This design comes from an exercise in tuning for small area on the open sky130 flow, not from production work. No run shown here included a check of the RTL's function; only the layout flow was run. Power and IR drop assume default switching activity.

--- flow/design.v ---
module apb_slave_timer(clk, rst,
			psel, penable, pwrite, paddr, pwdata, prdata,
			pready,
			irq);
	input	clk;
	input	rst;
	input	psel;
	input	penable;
	input	pwrite;
	input	[15:0] paddr;
	input	[31:0] pwdata;
	output	reg [31:0] prdata;
	output	reg pready;
	output	irq;
	localparam BLK = 8;
	reg	[1:0] tmr_cfg;
	reg	[31:0] tmr_cnt_n;	 
	reg	[31:0] tmr_div;
	reg	[31:0] tmr_free_cnt;
	wire	[31:0] tmr_cnt = ~tmr_cnt_n;
	assign irq = tmr_cfg[1];
	wire	wr = psel & penable & pwrite & ~|paddr[15:2];
	wire	w0 = wr & (paddr[1:0] == 2'd0);
	wire	w1 = wr & (paddr[1:0] == 2'd1);
	wire	w2 = wr & (paddr[1:0] == 2'd2);
	wire	w3 = wr & (paddr[1:0] == 2'd3);
	wire	ld1 = w1 & ~rst, kp1 = ~(w1 | rst);
	wire	ld2 = w2 & ~rst, kp2 = ~(w2 | rst);
	wire	ld3 = w3 & ~rst, kp3 = ~(w3 | rst);
	genvar i, k;
	wire	[32:0] fc;		 
	wire	[32/BLK:0] fbc;		 
	assign	fbc[0] = 1'b1;
	generate for (k = 0; k < 32/BLK; k = k + 1) begin : g_fb
		assign fbc[k+1] = fbc[k] & (&tmr_free_cnt[k*BLK +: BLK]);
		assign fc[k*BLK] = fbc[k];
		for (i = k*BLK; i < k*BLK + BLK - 1; i = i + 1) begin : g_fc
			assign fc[i+1] = fc[i] & tmr_free_cnt[i];
		end
	end endgenerate
	wire	[31:0] free_inc = tmr_free_cnt ^ fc[31:0];
	wire	[32:0] bc;
	wire	[32/BLK:0] bbc;
	assign	bbc[0] = tmr_cfg[0];
	generate for (k = 0; k < 32/BLK; k = k + 1) begin : g_bb
		assign bbc[k+1] = bbc[k] & (&tmr_cnt_n[k*BLK +: BLK]);
		assign bc[k*BLK] = bbc[k];
		for (i = k*BLK; i < k*BLK + BLK - 1; i = i + 1) begin : g_bc
			assign bc[i+1] = bc[i] & tmr_cnt_n[i];
		end
	end endgenerate
	wire	[31:0] cnt_dec = tmr_cnt ^ bc[31:0];
	wire	hit = bbc[32/BLK];	 
	wire	ld_en = w0 & ~tmr_cfg[0] & pwdata[0];
	wire	[31:0] cnt_nx = (cnt_dec | {32{ld_en}}) & (tmr_div | {32{~(hit | ld_en)}});
always	@(posedge clk) begin
	tmr_free_cnt <= ({32{ld3}} & pwdata) | ({32{kp3}} & free_inc);
	tmr_div <= ({32{ld2}} & pwdata) | ({32{kp2}} & tmr_div);
	tmr_cnt_n <= ~(({32{ld1}} & pwdata) | ({32{kp1}} & cnt_nx));
	if (rst)
		tmr_cfg <= 2'b00;
	else if (w0)
		tmr_cfg <= pwdata[1:0];
	else if (hit)
		tmr_cfg[1] <= 1'b1;
	pready <= psel & penable;
	case (paddr[1:0])
		2'd0: prdata <= {tmr_cnt[31:2], tmr_cfg};
		2'd1: prdata <= tmr_cnt;
		2'd2: prdata <= tmr_div;
		default: prdata <= tmr_free_cnt;
	endcase
end
endmodule
--- flow/flow/run.sh ---
#!/bin/bash
# Own layout flow: the standard ORFS flow with
#  - an area-oriented ABC mapping script (flow/abc_area.script) for synthesis,
#    otherwise the standard synthesis (same registers, names and cells);
#  - port buffers of the smallest buffer cell;
#  - a clock tree of small clock buffers, without dummy loads;
#  - power (area) recovery after global routing.
# Each tool's output goes to the ORFS logs under orfs/logs and to the
# make logs written here.
set -euo pipefail
W=$PWD
rm -rf "$W/own_scripts"
cp -r "$FLOW_HOME/scripts" "$W/own_scripts"
cp "$W/flow/abc_area.script" "$W/own_scripts/abc_area.script"
SCRIPTS_DIR="$W/own_scripts" bash standard.sh synth > "$W/make_synth.log" 2>&1

export BUFFER_PORTS_ARGS="-buffer_cell sky130_fd_sc_hd__buf_1"
export CTS_ARGS="${OWN_CTS_ARGS:--sink_clustering_enable -repair_clock_nets -dont_use_dummy_load -buf_list {sky130_fd_sc_hd__clkbuf_4 sky130_fd_sc_hd__clkbuf_8}}"
export RECOVER_POWER=100
bash standard.sh > "$W/make_layout.log" 2>&1
--- flow/flow/abc_area.script ---
&get -n
&st
&dch -f
&nf -a
&put
topo
--- flow/standard.sh ---
#!/bin/bash
# synth_recipe.tcl (not shown) runs the flow's synth.tcl, then flattens the netlist and writes it again
# the make line also repeats each setting of config.mk as NAME=value (left out here)
make -C /OpenROAD-flow-scripts/flow DESIGN_CONFIG=/design/flow/config.mk WORK_HOME=/design/flow/orfs CLKGATE_MAP_FILE= SYNTH_SCRIPT=/design/flow/synth_recipe.tcl "${@:-finish}"
--- flow/config.mk ---
export PLATFORM = sky130hd
export DESIGN_NAME = apb_slave_timer
export DESIGN_NICKNAME = apb_slave_timer
export VERILOG_FILES = /design/flow/design.v
export SDC_FILE = /design/flow/constraint.sdc
export NUM_CORES = 4
export LEC_CHECK = 0
export ABC_AREA = 1
export CAP_MARGIN = 20
export CORE_MARGIN = 2
export CORE_UTILIZATION = 60
export SLEW_MARGIN = 20
--- flow/constraint.sdc ---
create_clock -name core_clock -period 5.0 [get_ports {clk}]
set_input_delay 1.0000 -clock core_clock [delete_from_list [all_inputs] [get_ports {clk}]]
set_output_delay 1.0000 -clock core_clock [all_outputs]
set_load 0.01 [all_outputs]
==> flow_summary.yaml, run 1 <==
synth:
  synthAdderAreaFrac: 0.129
  ys.flop_type: "dfxtp_1"
  synth_cell_types: 25
  synth_fp_nets: 592
  synth_edf_count: 0
  synth_cells: 484
  synth_top_family_by_area: "compound AO/OA/AOI/OAI gates"
  synth_top_area_frac: 0.493
  yosys.area.top_type: "dfxtp_1"
  synth-seq-cells: 131
  yosysWarnings: 1
  yosys.area_share.simple: 0.0585
  async_reset_ff_frac: 0
  synthMuxAreaShare: 0
  postSynthAreaPerCell_sq_um: 11.0
  synth_compound_area_frac: 0.305
  yosysMostFrequentCell: "dfxtp_1"
  synth-xor-area-share: 0.0132
  synth_area_sq_um: 5320
  synth_common_cells: "dfxtp_1, o21ai_0, a22o_1, ha_1, a21oi_1"
  synth_area_leaders: "dfxtp_1, ha_1, a22o_1"
  ys_seq_area_frac: 0.493
cts:
  h-tree-depth: 4
  cts_resized: 0
  hold_buffers: 0
  cts_made_buffers: 17
  cts.sinks: 131
  cts.reportedPaths.clkPinSlew_ns: 0.06
  cts_tree: "built"
  clockRootBuffer: "clkbuf_8"
  clock_latency_ns: 0.43
  cts_setup_buffers: 0
  clock_path_buffers: 2
worst_setup_path:
  crit_path_start_kind: "primary input"
  cp.required_ns: 5.30
  cp_max_fo: 33
  ff2ff_path_depth: 12
  r2r_slack_ns: 1.92
  reg2reg_to: "tmr_free_cnt[30]"
  path_class: "in2reg"
  regToRegStartpoint: "tmr_free_cnt[0]"
  crit_path_end_kind: "register"
  cp.arrival_ns: 4.33
timing:
  timing.hold.ws_ns: 0.475
  rsz0062_at_grt: "no"
  drv_slew: 34
  slew_headroom: -0.326
  post-route-min-period_ns: 4.04
  setup_violations: 0
  finalSetupTns_ns: 0
  post-route-period-util: 0.808
  max_clock_freq_mhz: 248
  hold_viol_final: 0
  fin_skew_ns: 0.0231
  worst_pin_slew_ns: 1.99
drt:
  vias_per_cell: 6.55
  drc: 0
  wire_per_inst_um: 20.1
  drtAntennaViolNets: 0
  wirelength_um: 14300
  dr.pass1.iters: 5
  via_count: 4641
  drtIter0Drc: 261
placement:
  dp_hpwl_um: 8980
  dp.cells: 692
  globalplace.congestion: 0.832
  port-buffer-count: 86
global_routing:
  grt_pass1_wl_um: 22900
  grt_overflow: 0
  antenna_found_initial: 0
  grt_util_all_layers: 0.299
  grt_pass1_vias: 4645
  grt_max_degree: 37
pwr:
  p_leak_nw: 2.66
  powerDensity_nw_per_um2: 286
  ir_worst_vdd_v: 0.000188
cells_and_area:
  antenna_cells: 0
  area_growth_pct: 15.4
  stdcell_count: 709
  drive_gt1_frac: 0.0516
  fin_nets: 711
  fill_cells: 720
status:
  failed_checks: "max-capacitance violations, max-slew violations"
  status: "complete, but fails checks"
min_path:
  hold_depth: 1
  min_to: "prdata[30]"
  worstHoldStart: "tmr_cnt_n[30]"
  hold_path.class: "reg2reg"
floorplan:
  fp.dieH_um: 98.2
  die-area_sq_um: 9640
  die_w_um: 98.2
  core_area_sq_um: 8680
  ios: 87
  std_cell_rows: 34
  start_util: 0.613
job:
  cap_violations: 1
[area by class of cell]
class / instances / area (sq um) / area share
sequential: 131 / 2620 / 0.427
inverter: 2 / 7.51 / 0.00122
clock buffer: 17 / 234 / 0.0381
timing repair buffer: 100 / 425 / 0.0692
multi-input combinational: 351 / 2720 / 0.443
tap: 108 / 135 / 0.0220
[cells by family (layout without fill, tap and decap cells)]
| kind of cell | Yosys count | in the layout |
|---|---|---|
| compound gates | 230 | 230 |
| flops | 131 | 131 |
| simple gates | 58 | 58 |
| fa+ha+maj | 55 | 55 |
| xor+xnor | 8 | 8 |
| buf+inv | 2 | 119 |
[placed cells by master (no fill, tap or decap)]
master | netlist | layout
a21oi_1 | 36 | 35
a21oi_4 | 0 | 1
a221o_1 | 2 | 2
a22o_1 | 59 | 59
a22oi_1 | 30 | 30
a41oi_2 | 0 | 1
and2_0 | 4 | 4
and3_1 | 1 | 1
and3b_1 | 1 | 1
and4_1 | 2 | 2
buf_1 | 0 | 86
buf_12 | 0 | 1
buf_4 | 0 | 9
clkbuf_1 | 0 | 4
clkbuf_8 | 0 | 17
clkinv_1 | 2 | 2
dfxtp_1 | 131 | 131
ha_1 | 55 | 55
nand2_1 | 12 | 12
nand2b_1 | 1 | 1
nand3_1 | 4 | 4
nand4_1 | 13 | 13
nor2_1 | 9 | 8
nor2_2 | 0 | 1
nor2b_1 | 1 | 1
nor3_1 | 3 | 3
nor4_1 | 6 | 5
nor4_2 | 0 | 1
nor4b_1 | 1 | 1
o211a_1 | 32 | 32
o21ai_0 | 70 | 70
xnor2_1 | 4 | 4
xor2_1 | 4 | 4
[registers in the layout, summed over array words and instances, names as in the netlist]
name,flops
prdata,32
tmr_cnt_n,32
tmr_div,32
tmr_free_cnt,32
tmr_cfg,2
pready,1
[critical path, cell delays in order]
cell	delay, ns
buf_1	0.13
buf_4	0.37
nor2b_1	0.22
clkbuf_1	1.45
a21oi_4	0.69
a22o_1	0.44
[per-stage QoR]
step	worst slack, ns	power, mW	util	cell area, sq um
3_3_place_gp	1.83	1.14	0.684	5930
6_report	0.961	1.76	0.708	6140
3_5_place_dp	1.76	1.14	0.684	5930
5_1_grt	0.869	1.82	0.708	6140
2_1_floorplan	0.884	1.09	-	5320
4_1_cts	1.91	1.77	0.711	6170
[worst max path at each step]
stage,start,end
finish,paddr[1],tmr_div[7]
global route,paddr[1],tmr_div[7]
CTS,tmr_free_cnt[0],tmr_free_cnt[30]
detailed placement,paddr[3],tmr_div[29]
global placement,paddr[1],tmr_cnt_n[5]
floorplan,paddr[3],tmr_cnt_n[0]
[layer usage]
metal	vias to the layer above	part of all wire	global-route usage
li1	2165	-	-
met1	2275	0.44	0.378
met2	177	0.49	0.500
met3	24	0.059	0.0651
met4	0	0.017	0.116
met5	-	0	0
[power by group]
group	switching (mW)	internal, mW
sequential	0.00197	1.05
clock	0.340	0.299
combinational	0.0545	0.0170
==> inputs of run 2 (changes only) <==
==> flow/flow/run.sh (replaced) <==
#!/bin/bash
# Own layout flow: the standard ORFS flow with
#  - an area-oriented ABC mapping script (flow/abc_area.script) for synthesis,
#    otherwise the standard synthesis (same registers, names and cells);
#  - port buffers of the smallest buffer cell;
#  - a clock tree of small clock buffers, without dummy loads;
#  - the ORFS defaults elsewhere.
# Each tool's output goes to the ORFS logs under orfs/logs and to the
# make logs written here.
set -euo pipefail
W=$PWD
rm -rf "$W/own_scripts"
cp -r "$FLOW_HOME/scripts" "$W/own_scripts"
cp "$W/flow/abc_area.script" "$W/own_scripts/abc_area.script"
SCRIPTS_DIR="$W/own_scripts" bash standard.sh synth > "$W/make_synth.log" 2>&1

export BUFFER_PORTS_ARGS="-buffer_cell sky130_fd_sc_hd__buf_1"
export CTS_ARGS="${OWN_CTS_ARGS:--sink_clustering_enable -repair_clock_nets -dont_use_dummy_load -sink_clustering_size 30 -sink_clustering_max_diameter 200 -buf_list {sky130_fd_sc_hd__clkbuf_4 sky130_fd_sc_hd__clkbuf_8}}"
bash standard.sh > "$W/make_layout.log" 2>&1
--- a/flow/config.mk
+++ b/flow/config.mk
@@ -8,5 +8,5 @@
 export ABC_AREA = 1
 export CAP_MARGIN = 20
 export CORE_MARGIN = 2
-export CORE_UTILIZATION = 60
+export CORE_UTILIZATION = 70
 export SLEW_MARGIN = 20
==> run 2 against run 1 <==
Net effect: the run now finishes clean; synthesized cell count unchanged; clock power down 0.9%; combinational power up 3.4%; critical path type is now reg2reg; critical endpoint is now tmr_cnt_n[31].
==> flow_summary.yaml, run 2 <==
status:
  status: "complete, no violations"
floorplan:
  fp.dieH_um: 91.2
  start_util: 0.730
  die_w_um: 91.2
  die-area_sq_um: 8320
  core_area_sq_um: 7290
  ios: 87
  std_cell_rows: 31
global_routing:
  grt_max_degree: 37
  grt_pass1_vias: 4909
  grt_util_all_layers: 0.360
  antenna_found_initial: 0
  grt_overflow: 0
  grt_pass1_wl_um: 23700
drt:
  drtAntennaViolNets: 0
  vias_per_cell: 6.90
  drtIter0Drc: 455
  wirelength_um: 14800
  drc: 0
  dr.pass1.iters: 5
  via_count: 4844
  wire_per_inst_um: 21.0
synth:
  synth_cells: 484
  async_reset_ff_frac: 0
  ys_seq_area_frac: 0.493
  postSynthAreaPerCell_sq_um: 11.0
  synth_top_area_frac: 0.493
  yosysWarnings: 1
  synth_common_cells: "dfxtp_1, o21ai_0, a22o_1, ha_1, a21oi_1"
  yosys.area.top_type: "dfxtp_1"
  synth_cell_types: 25
  synth_fp_nets: 592
  synth_area_sq_um: 5320
  synth_area_leaders: "dfxtp_1, ha_1, a22o_1"
  ys.flop_type: "dfxtp_1"
  synth_edf_count: 0
  yosysMostFrequentCell: "dfxtp_1"
  synth-seq-cells: 131
timing:
  max_clock_freq_mhz: 331
  post-route-period-util: 0.604
  slew_headroom: 0.301
  setup_violations: 0
  fin_skew_ns: 0.0262
  timing.hold.ws_ns: 0.478
  finalWorstSetupSlack_ns: 1.98
  worst_pin_slew_ns: 1.05
  rsz0062_at_grt: "no"
  hold_viol_final: 0
  finalSetupTns_ns: 0
  drv_slew: 0
  post-route-min-period_ns: 3.02
cts:
  cts_made_buffers: 17
  hold_buffers: 0
  clockRootBuffer: "clkbuf_8"
  h-tree-depth: 4
  clock_latency_ns: 0.42
  cts_tree: "built"
  cts.reportedPaths.clkPinSlew_ns: 0.07
  cts_setup_buffers: 0
  cts_resized: 0
  clock_path_buffers: 2
  cts.sinks: 131
min_path:
  min_to: "prdata[21]"
  hold_depth: 1
  hold_path.class: "reg2reg"
  worstHoldStart: "tmr_cnt_n[21]"
placement:
  port-buffer-count: 86
  post-place-ws_ns: 1.80
  globalplace.congestion: 0.921
  dp_hpwl_um: 9440
worst_setup_path:
  regToRegStartpoint: "tmr_cnt_n[1]"
  reg2reg_to: "tmr_cnt_n[31]"
  ff2ff_path_depth: 14
  cp.required_ns: 5.35
  crit_path_end_kind: "register"
  crit_path_start_kind: "register"
  path_class: "reg2reg"
  cp_max_fo: 4
  cp.arrival_ns: 3.37
  r2r_slack_ns: 1.98
pwr:
  ir_worst_vdd_v: 0.000203
  powerDensity_nw_per_um2: 285
  p_leak_nw: 2.68
  p_total_mw: 1.76
cells_and_area:
  fin_nets: 713
  final_cell_mix: "dfxtp_1, buf_1, o21ai_0, a22o_1, ha_1"
  antenna_cells: 0
  area_growth_pct: 15.7
  mostFrequentLayoutCell: "dfxtp_1"
  drive_gt1_frac: 0.0663
  utilization: 0.845
job:
  cap_violations: 0
==> run 2: cell counts after synthesis <==
No cell type changed its count.
==> run 2: stage by stage <==
step / instance area (sq um) / cells
global route: 6160 / 702
CTS: 6160 / 702
detailed placement: 5920 / 685
global placement: 5920 / 685
floorplan: 5320 / 484
finish: 6160 / 702
==> run 2: worst max-delay path, cell delays in order, from the launching register on <==
cell,delay [ns]
dfxtp_1,0.39
nand3_1,0.12
nor3_1,0.62
and3_1,0.25
ha_1,0.14
ha_1,0.17
ha_1,0.16
ha_1,0.17
ha_1,0.16
ha_1,0.15
ha_1,0.15
xor2_1,0.14
o21ai_0,0.10
o211a_1,0.15
a21oi_1,0.10
==> run 2: kinds of logic (layout without fill, tap and decap cells) <==
kind of cell / count (synthesis) / in the layout / synth area share
DFF: 131 / 131 / 0.493
AOI/OAI and AO/OA: 230 / 230 / 0.305
adders and majority gates: 55 / 55 / 0.129
buffers and inverters: 2 / 121 / 0.00141
and+or+nand+nor: 58 / 58 / 0.0585
xor gates and xnor gates: 8 / 8 / 0.0132
==> run 2: how the worst max path moves through the flow <==
stage	startpoint	to	slack, ns	cells after the start
after global placement	paddr[1]	tmr_cnt_n[9]	1.84	7
after floorplan	paddr[3]	tmr_cnt_n[0]	0.88	4
final	tmr_cnt_n[1]	tmr_cnt_n[31]	1.98	14
after detailed placement	paddr[3]	tmr_free_cnt[7]	1.80	8
after CTS	tmr_cnt_n[1]	tmr_cnt_n[31]	2.04	14
after global routing	tmr_cnt_n[1]	tmr_cnt_n[31]	1.86	14
==> run 2: final cells by class <==
class,count,area [sq um]
tap,99,124
inverter,2,7.51
sequential,131,2620
timing repair buffer,102,443
fill,467,1130
multi-input combinational,351,2730
clock buffer,17,234
==> run 2: where the power goes <==
| part | switching [mW] | total (mW) | internal, mW |
|---|---|---|---|
| logic | 0.0550 | 0.0739 | 0.0189 |
| clock network | 0.334 | 0.633 | 0.299 |
| registers | 0.00201 | 1.05 | 1.05 |
==> run 2: metal layers <==
metal  vias to the layer above  track usage  wire, um
met2                       294        0.621      7360
met1                      2329        0.425      5770
met3                        46       0.0805      1280
met5                         -            0         0
li1                       2175            -         -
met4                         0        0.165       369
==> inputs of run 3 (changes only) <==
--- a/flow/config.mk
+++ b/flow/config.mk
@@ -8,5 +8,5 @@
 export ABC_AREA = 1
 export CAP_MARGIN = 20
 export CORE_MARGIN = 2
-export CORE_UTILIZATION = 70
+export CORE_UTILIZATION = 60
 export SLEW_MARGIN = 20
==> run 3 against run 2 <==
Net effect: still clean on timing, DRC and antenna; combinational power decreased by 1%; non-clock buffer count down 2; final area grew 0.14%; clock skew shrank 0.0012 ns; sequential power hardly changed; critical endpoint is now tmr_free_cnt[30]; largest cell class unchanged; largest power group unchanged; highest routed layer unchanged.
==> flow_summary.yaml, run 3 <==
synth:
  async_reset_ff_frac: 0
  yosysMostFrequentCell: "dfxtp_1"
  synth_area_leaders: "dfxtp_1, ha_1, a22o_1"
  ys_seq_area_frac: 0.493
  synth_cells: 484
  ys.flop_type: "dfxtp_1"
  synth_top_area_frac: 0.493
  synth-seq-cells: 131
  postSynthAreaPerCell_sq_um: 11.0
  synth_cell_types: 25
  synth_fp_nets: 592
  synth_area_sq_um: 5320
  synth_common_cells: "dfxtp_1, o21ai_0, a22o_1, ha_1, a21oi_1"
  synth_edf_count: 0
  yosys.area.top_type: "dfxtp_1"
  yosysWarnings: 1
drt:
  wire_per_inst_um: 20.1
  via_count: 4653
  vias_per_cell: 6.56
  dr.pass1.iters: 5
  drtAntennaViolNets: 0
  drtIter0Drc: 274
  drc: 0
  wirelength_um: 14300
worst_setup_path:
  cp_max_fo: 3
  r2r_slack_ns: 1.93
  cp_num_buf_inv: 0
  reg2reg_to: "tmr_free_cnt[30]"
  path_class: "reg2reg"
  critPathTopFamily: "adder cells"
  slowest_stage: "nor4_1"
  critical_path_depth: 12
  crit_path_end_kind: "register"
  crit_path_end: "tmr_free_cnt[30]"
  cp-startpoint: "tmr_free_cnt[0]"
  regToRegStartpoint: "tmr_free_cnt[0]"
  critPathMostFrequentCell: "ha_1"
  ff2ff_path_depth: 12
  crit_path_start_kind: "register"
  cp.required_ns: 5.31
  cp.arrival_ns: 3.39
  critPathMaxStageDelay_ns: 0.67
  path_cells: "ha_1 > nand3_1 > nor4_1 > and2_0 > ha_1 > ha_1 > ha_1 > ha_1 > ha_1 > ha_1 > ha_1 > a22o_1"
timing:
  finalSetupTns_ns: 0
  setup_violations: 0
  post-route-period-util: 0.615
  max_clock_freq_mhz: 325
  hold_viol_final: 0
  slew_headroom: 0.260
  rsz0062_at_grt: "no"
  worst_pin_slew_ns: 1.11
  fin_skew_ns: 0.0250
  drv_slew: 0
  post-route-min-period_ns: 3.07
global_routing:
  antenna_found_initial: 0
  grt_max_degree: 37
  grt_util_all_layers: 0.299
  grt_pass1_vias: 4645
  grt_overflow: 0
  grt_pass1_wl_um: 22900
placement:
  port-buffer-count: 86
  dp.cells: 692
  globalplace.congestion: 0.832
  dp_hpwl_um: 8980
cells_and_area:
  mostFrequentLayoutCell: "dfxtp_1"
  final_cell_mix: "dfxtp_1, buf_1, o21ai_0, a22o_1, ha_1"
  stdcell_count: 709
  area_growth_pct: 15.9
  utilization: 0.711
  drive_gt1_frac: 0.0632
  fin_nets: 711
  antenna_cells: 0
min_path:
  worstHoldStart: "tmr_cnt_n[16]"
  hold_path.class: "reg2reg"
cts:
  clock_path_buffers: 2
  cts.sinks: 131
  hold_buffers: 0
  cts_setup_buffers: 0
  cts_made_buffers: 17
  clockRootBuffer: "clkbuf_8"
  cts.reportedPaths.clkPinSlew_ns: 0.07
  h-tree-depth: 4
  clock_latency_ns: 0.43
  cts_resized: 0
  cts_tree: "built"
floorplan:
  fp.dieH_um: 98.2
  std_cell_rows: 34
  start_util: 0.613
  die_w_um: 98.2
  ios: 87
  core_area_sq_um: 8680
  die-area_sq_um: 9640
pwr:
  ir_worst_vdd_v: 0.000190
  p_leak_nw: 2.68
  powerDensity_nw_per_um2: 287
status:
  status: "complete, no violations"
job:
  cap_violations: 0
[run 3: cell counts after synthesis]
No cell type changed its count.
[run 3: cells by family (layout without fill, tap and decap cells)]
group	Yosys count	count (layout)	share of synthesized area
xor+xnor	8	8	0.0132
simple gates	58	58	0.0585
fa+ha+maj	55	55	0.129
compound gates	230	230	0.305
flops	131	131	0.493
buf+inv	2	119	0.00141
[run 3: power by group]
part / switching (mW) / internal [mW]
Clock: 0.347 / 0.299
Combinational: 0.0546 / 0.0183
Sequential: 0.00203 / 1.05
[run 3: cell type report]
| type | count | area, sq um |
|---|---|---|
| Timing Repair Buffer | 100 | 440 |
| Fill cell | 713 | 2510 |
| Sequential cell | 131 | 2620 |
| Inverter | 2 | 7.51 |
| Clock buffer | 17 | 234 |
| Tap cell | 108 | 135 |
| Multi-Input combinational cell | 351 | 2730 |
[run 3: layer usage]
layer,GRT usage,up-vias,share of wire
met4,0.116,0,0.019
met2,0.500,190,0.49
met5,0,-,0
met1,0.378,2270,0.43
li1,-,2164,-
met3,0.0651,29,0.063
[run 3: how the worst min path moves through the flow]
| stage | endpoint | slack (ns) | depth (start not counted) |
|---|---|---|---|
| 2_1_floorplan | prdata[2] | 0.44 | 1 |
| 3_3_place_gp | prdata[29] | 0.46 | 1 |
| 3_5_place_dp | prdata[22] | 0.47 | 1 |
| 4_1_cts | prdata[27] | 0.47 | 1 |
| 5_1_grt | prdata[30] | 0.49 | 1 |
| 6_report | prdata[16] | 0.47 | 1 |
[run 3: through the flow]
stage	worst slack [ns]	total power [mW]	hold WS, ns	cell area (sq um)
after floorplan	0.884	1.09	0.440	5320
after global routing	1.74	1.82	0.492	6170
after global placement	1.83	1.14	0.461	5930
after CTS	1.91	1.77	0.473	6170
final	1.93	1.77	0.474	6170
after detailed placement	1.76	1.14	0.468	5930
[run 3: worst reg2reg max path: cells and delay by family (launching register included)]
family          cells  cell delay (ns)
compound gates      1             0.20
fa+ha+maj           8             1.36
flops               1             0.37
simple gates        3             1.05

[port drivers added, routing unchanged]
How much do the figures lean on ideal ports? The routed layouts below were timed once more, with nothing changed but the port constraints. Step 1 sets driving cells, clkbuf_16 on the clock port and buf_2 on the other inputs (assumed; they add their load-dependent delay and slew). Step 2 adds t to the input delays and takes it off the output delays; t is the mean of the earliest and latest rising clock arrival at the registers after step 1. Input paths then give back, and output paths get back, about the clock's delay inside the block. Slacks: no drivers / after step 1 / after step 2; pairs: no drivers / after step 1.
run | t (ns) | setup WS [ns] | hold WS [ns] | worst setup path at the end
run 1 | 0.452 | 0.961 / 0.971 / 0.519 | 0.475 / 0.475 / 0.475 | input to register
run 2 | 0.443 | 1.981 / 1.981 / 1.703 | 0.478 / 0.478 / 0.478 | input to register
run 3 | 0.456 | 1.926 / 1.926 / 1.708 | 0.474 / 0.474 / 0.474 | input to register
The setup slack of run 1, which loses most, moves by +0.010 ns with the drivers and by -0.442 ns with both steps.
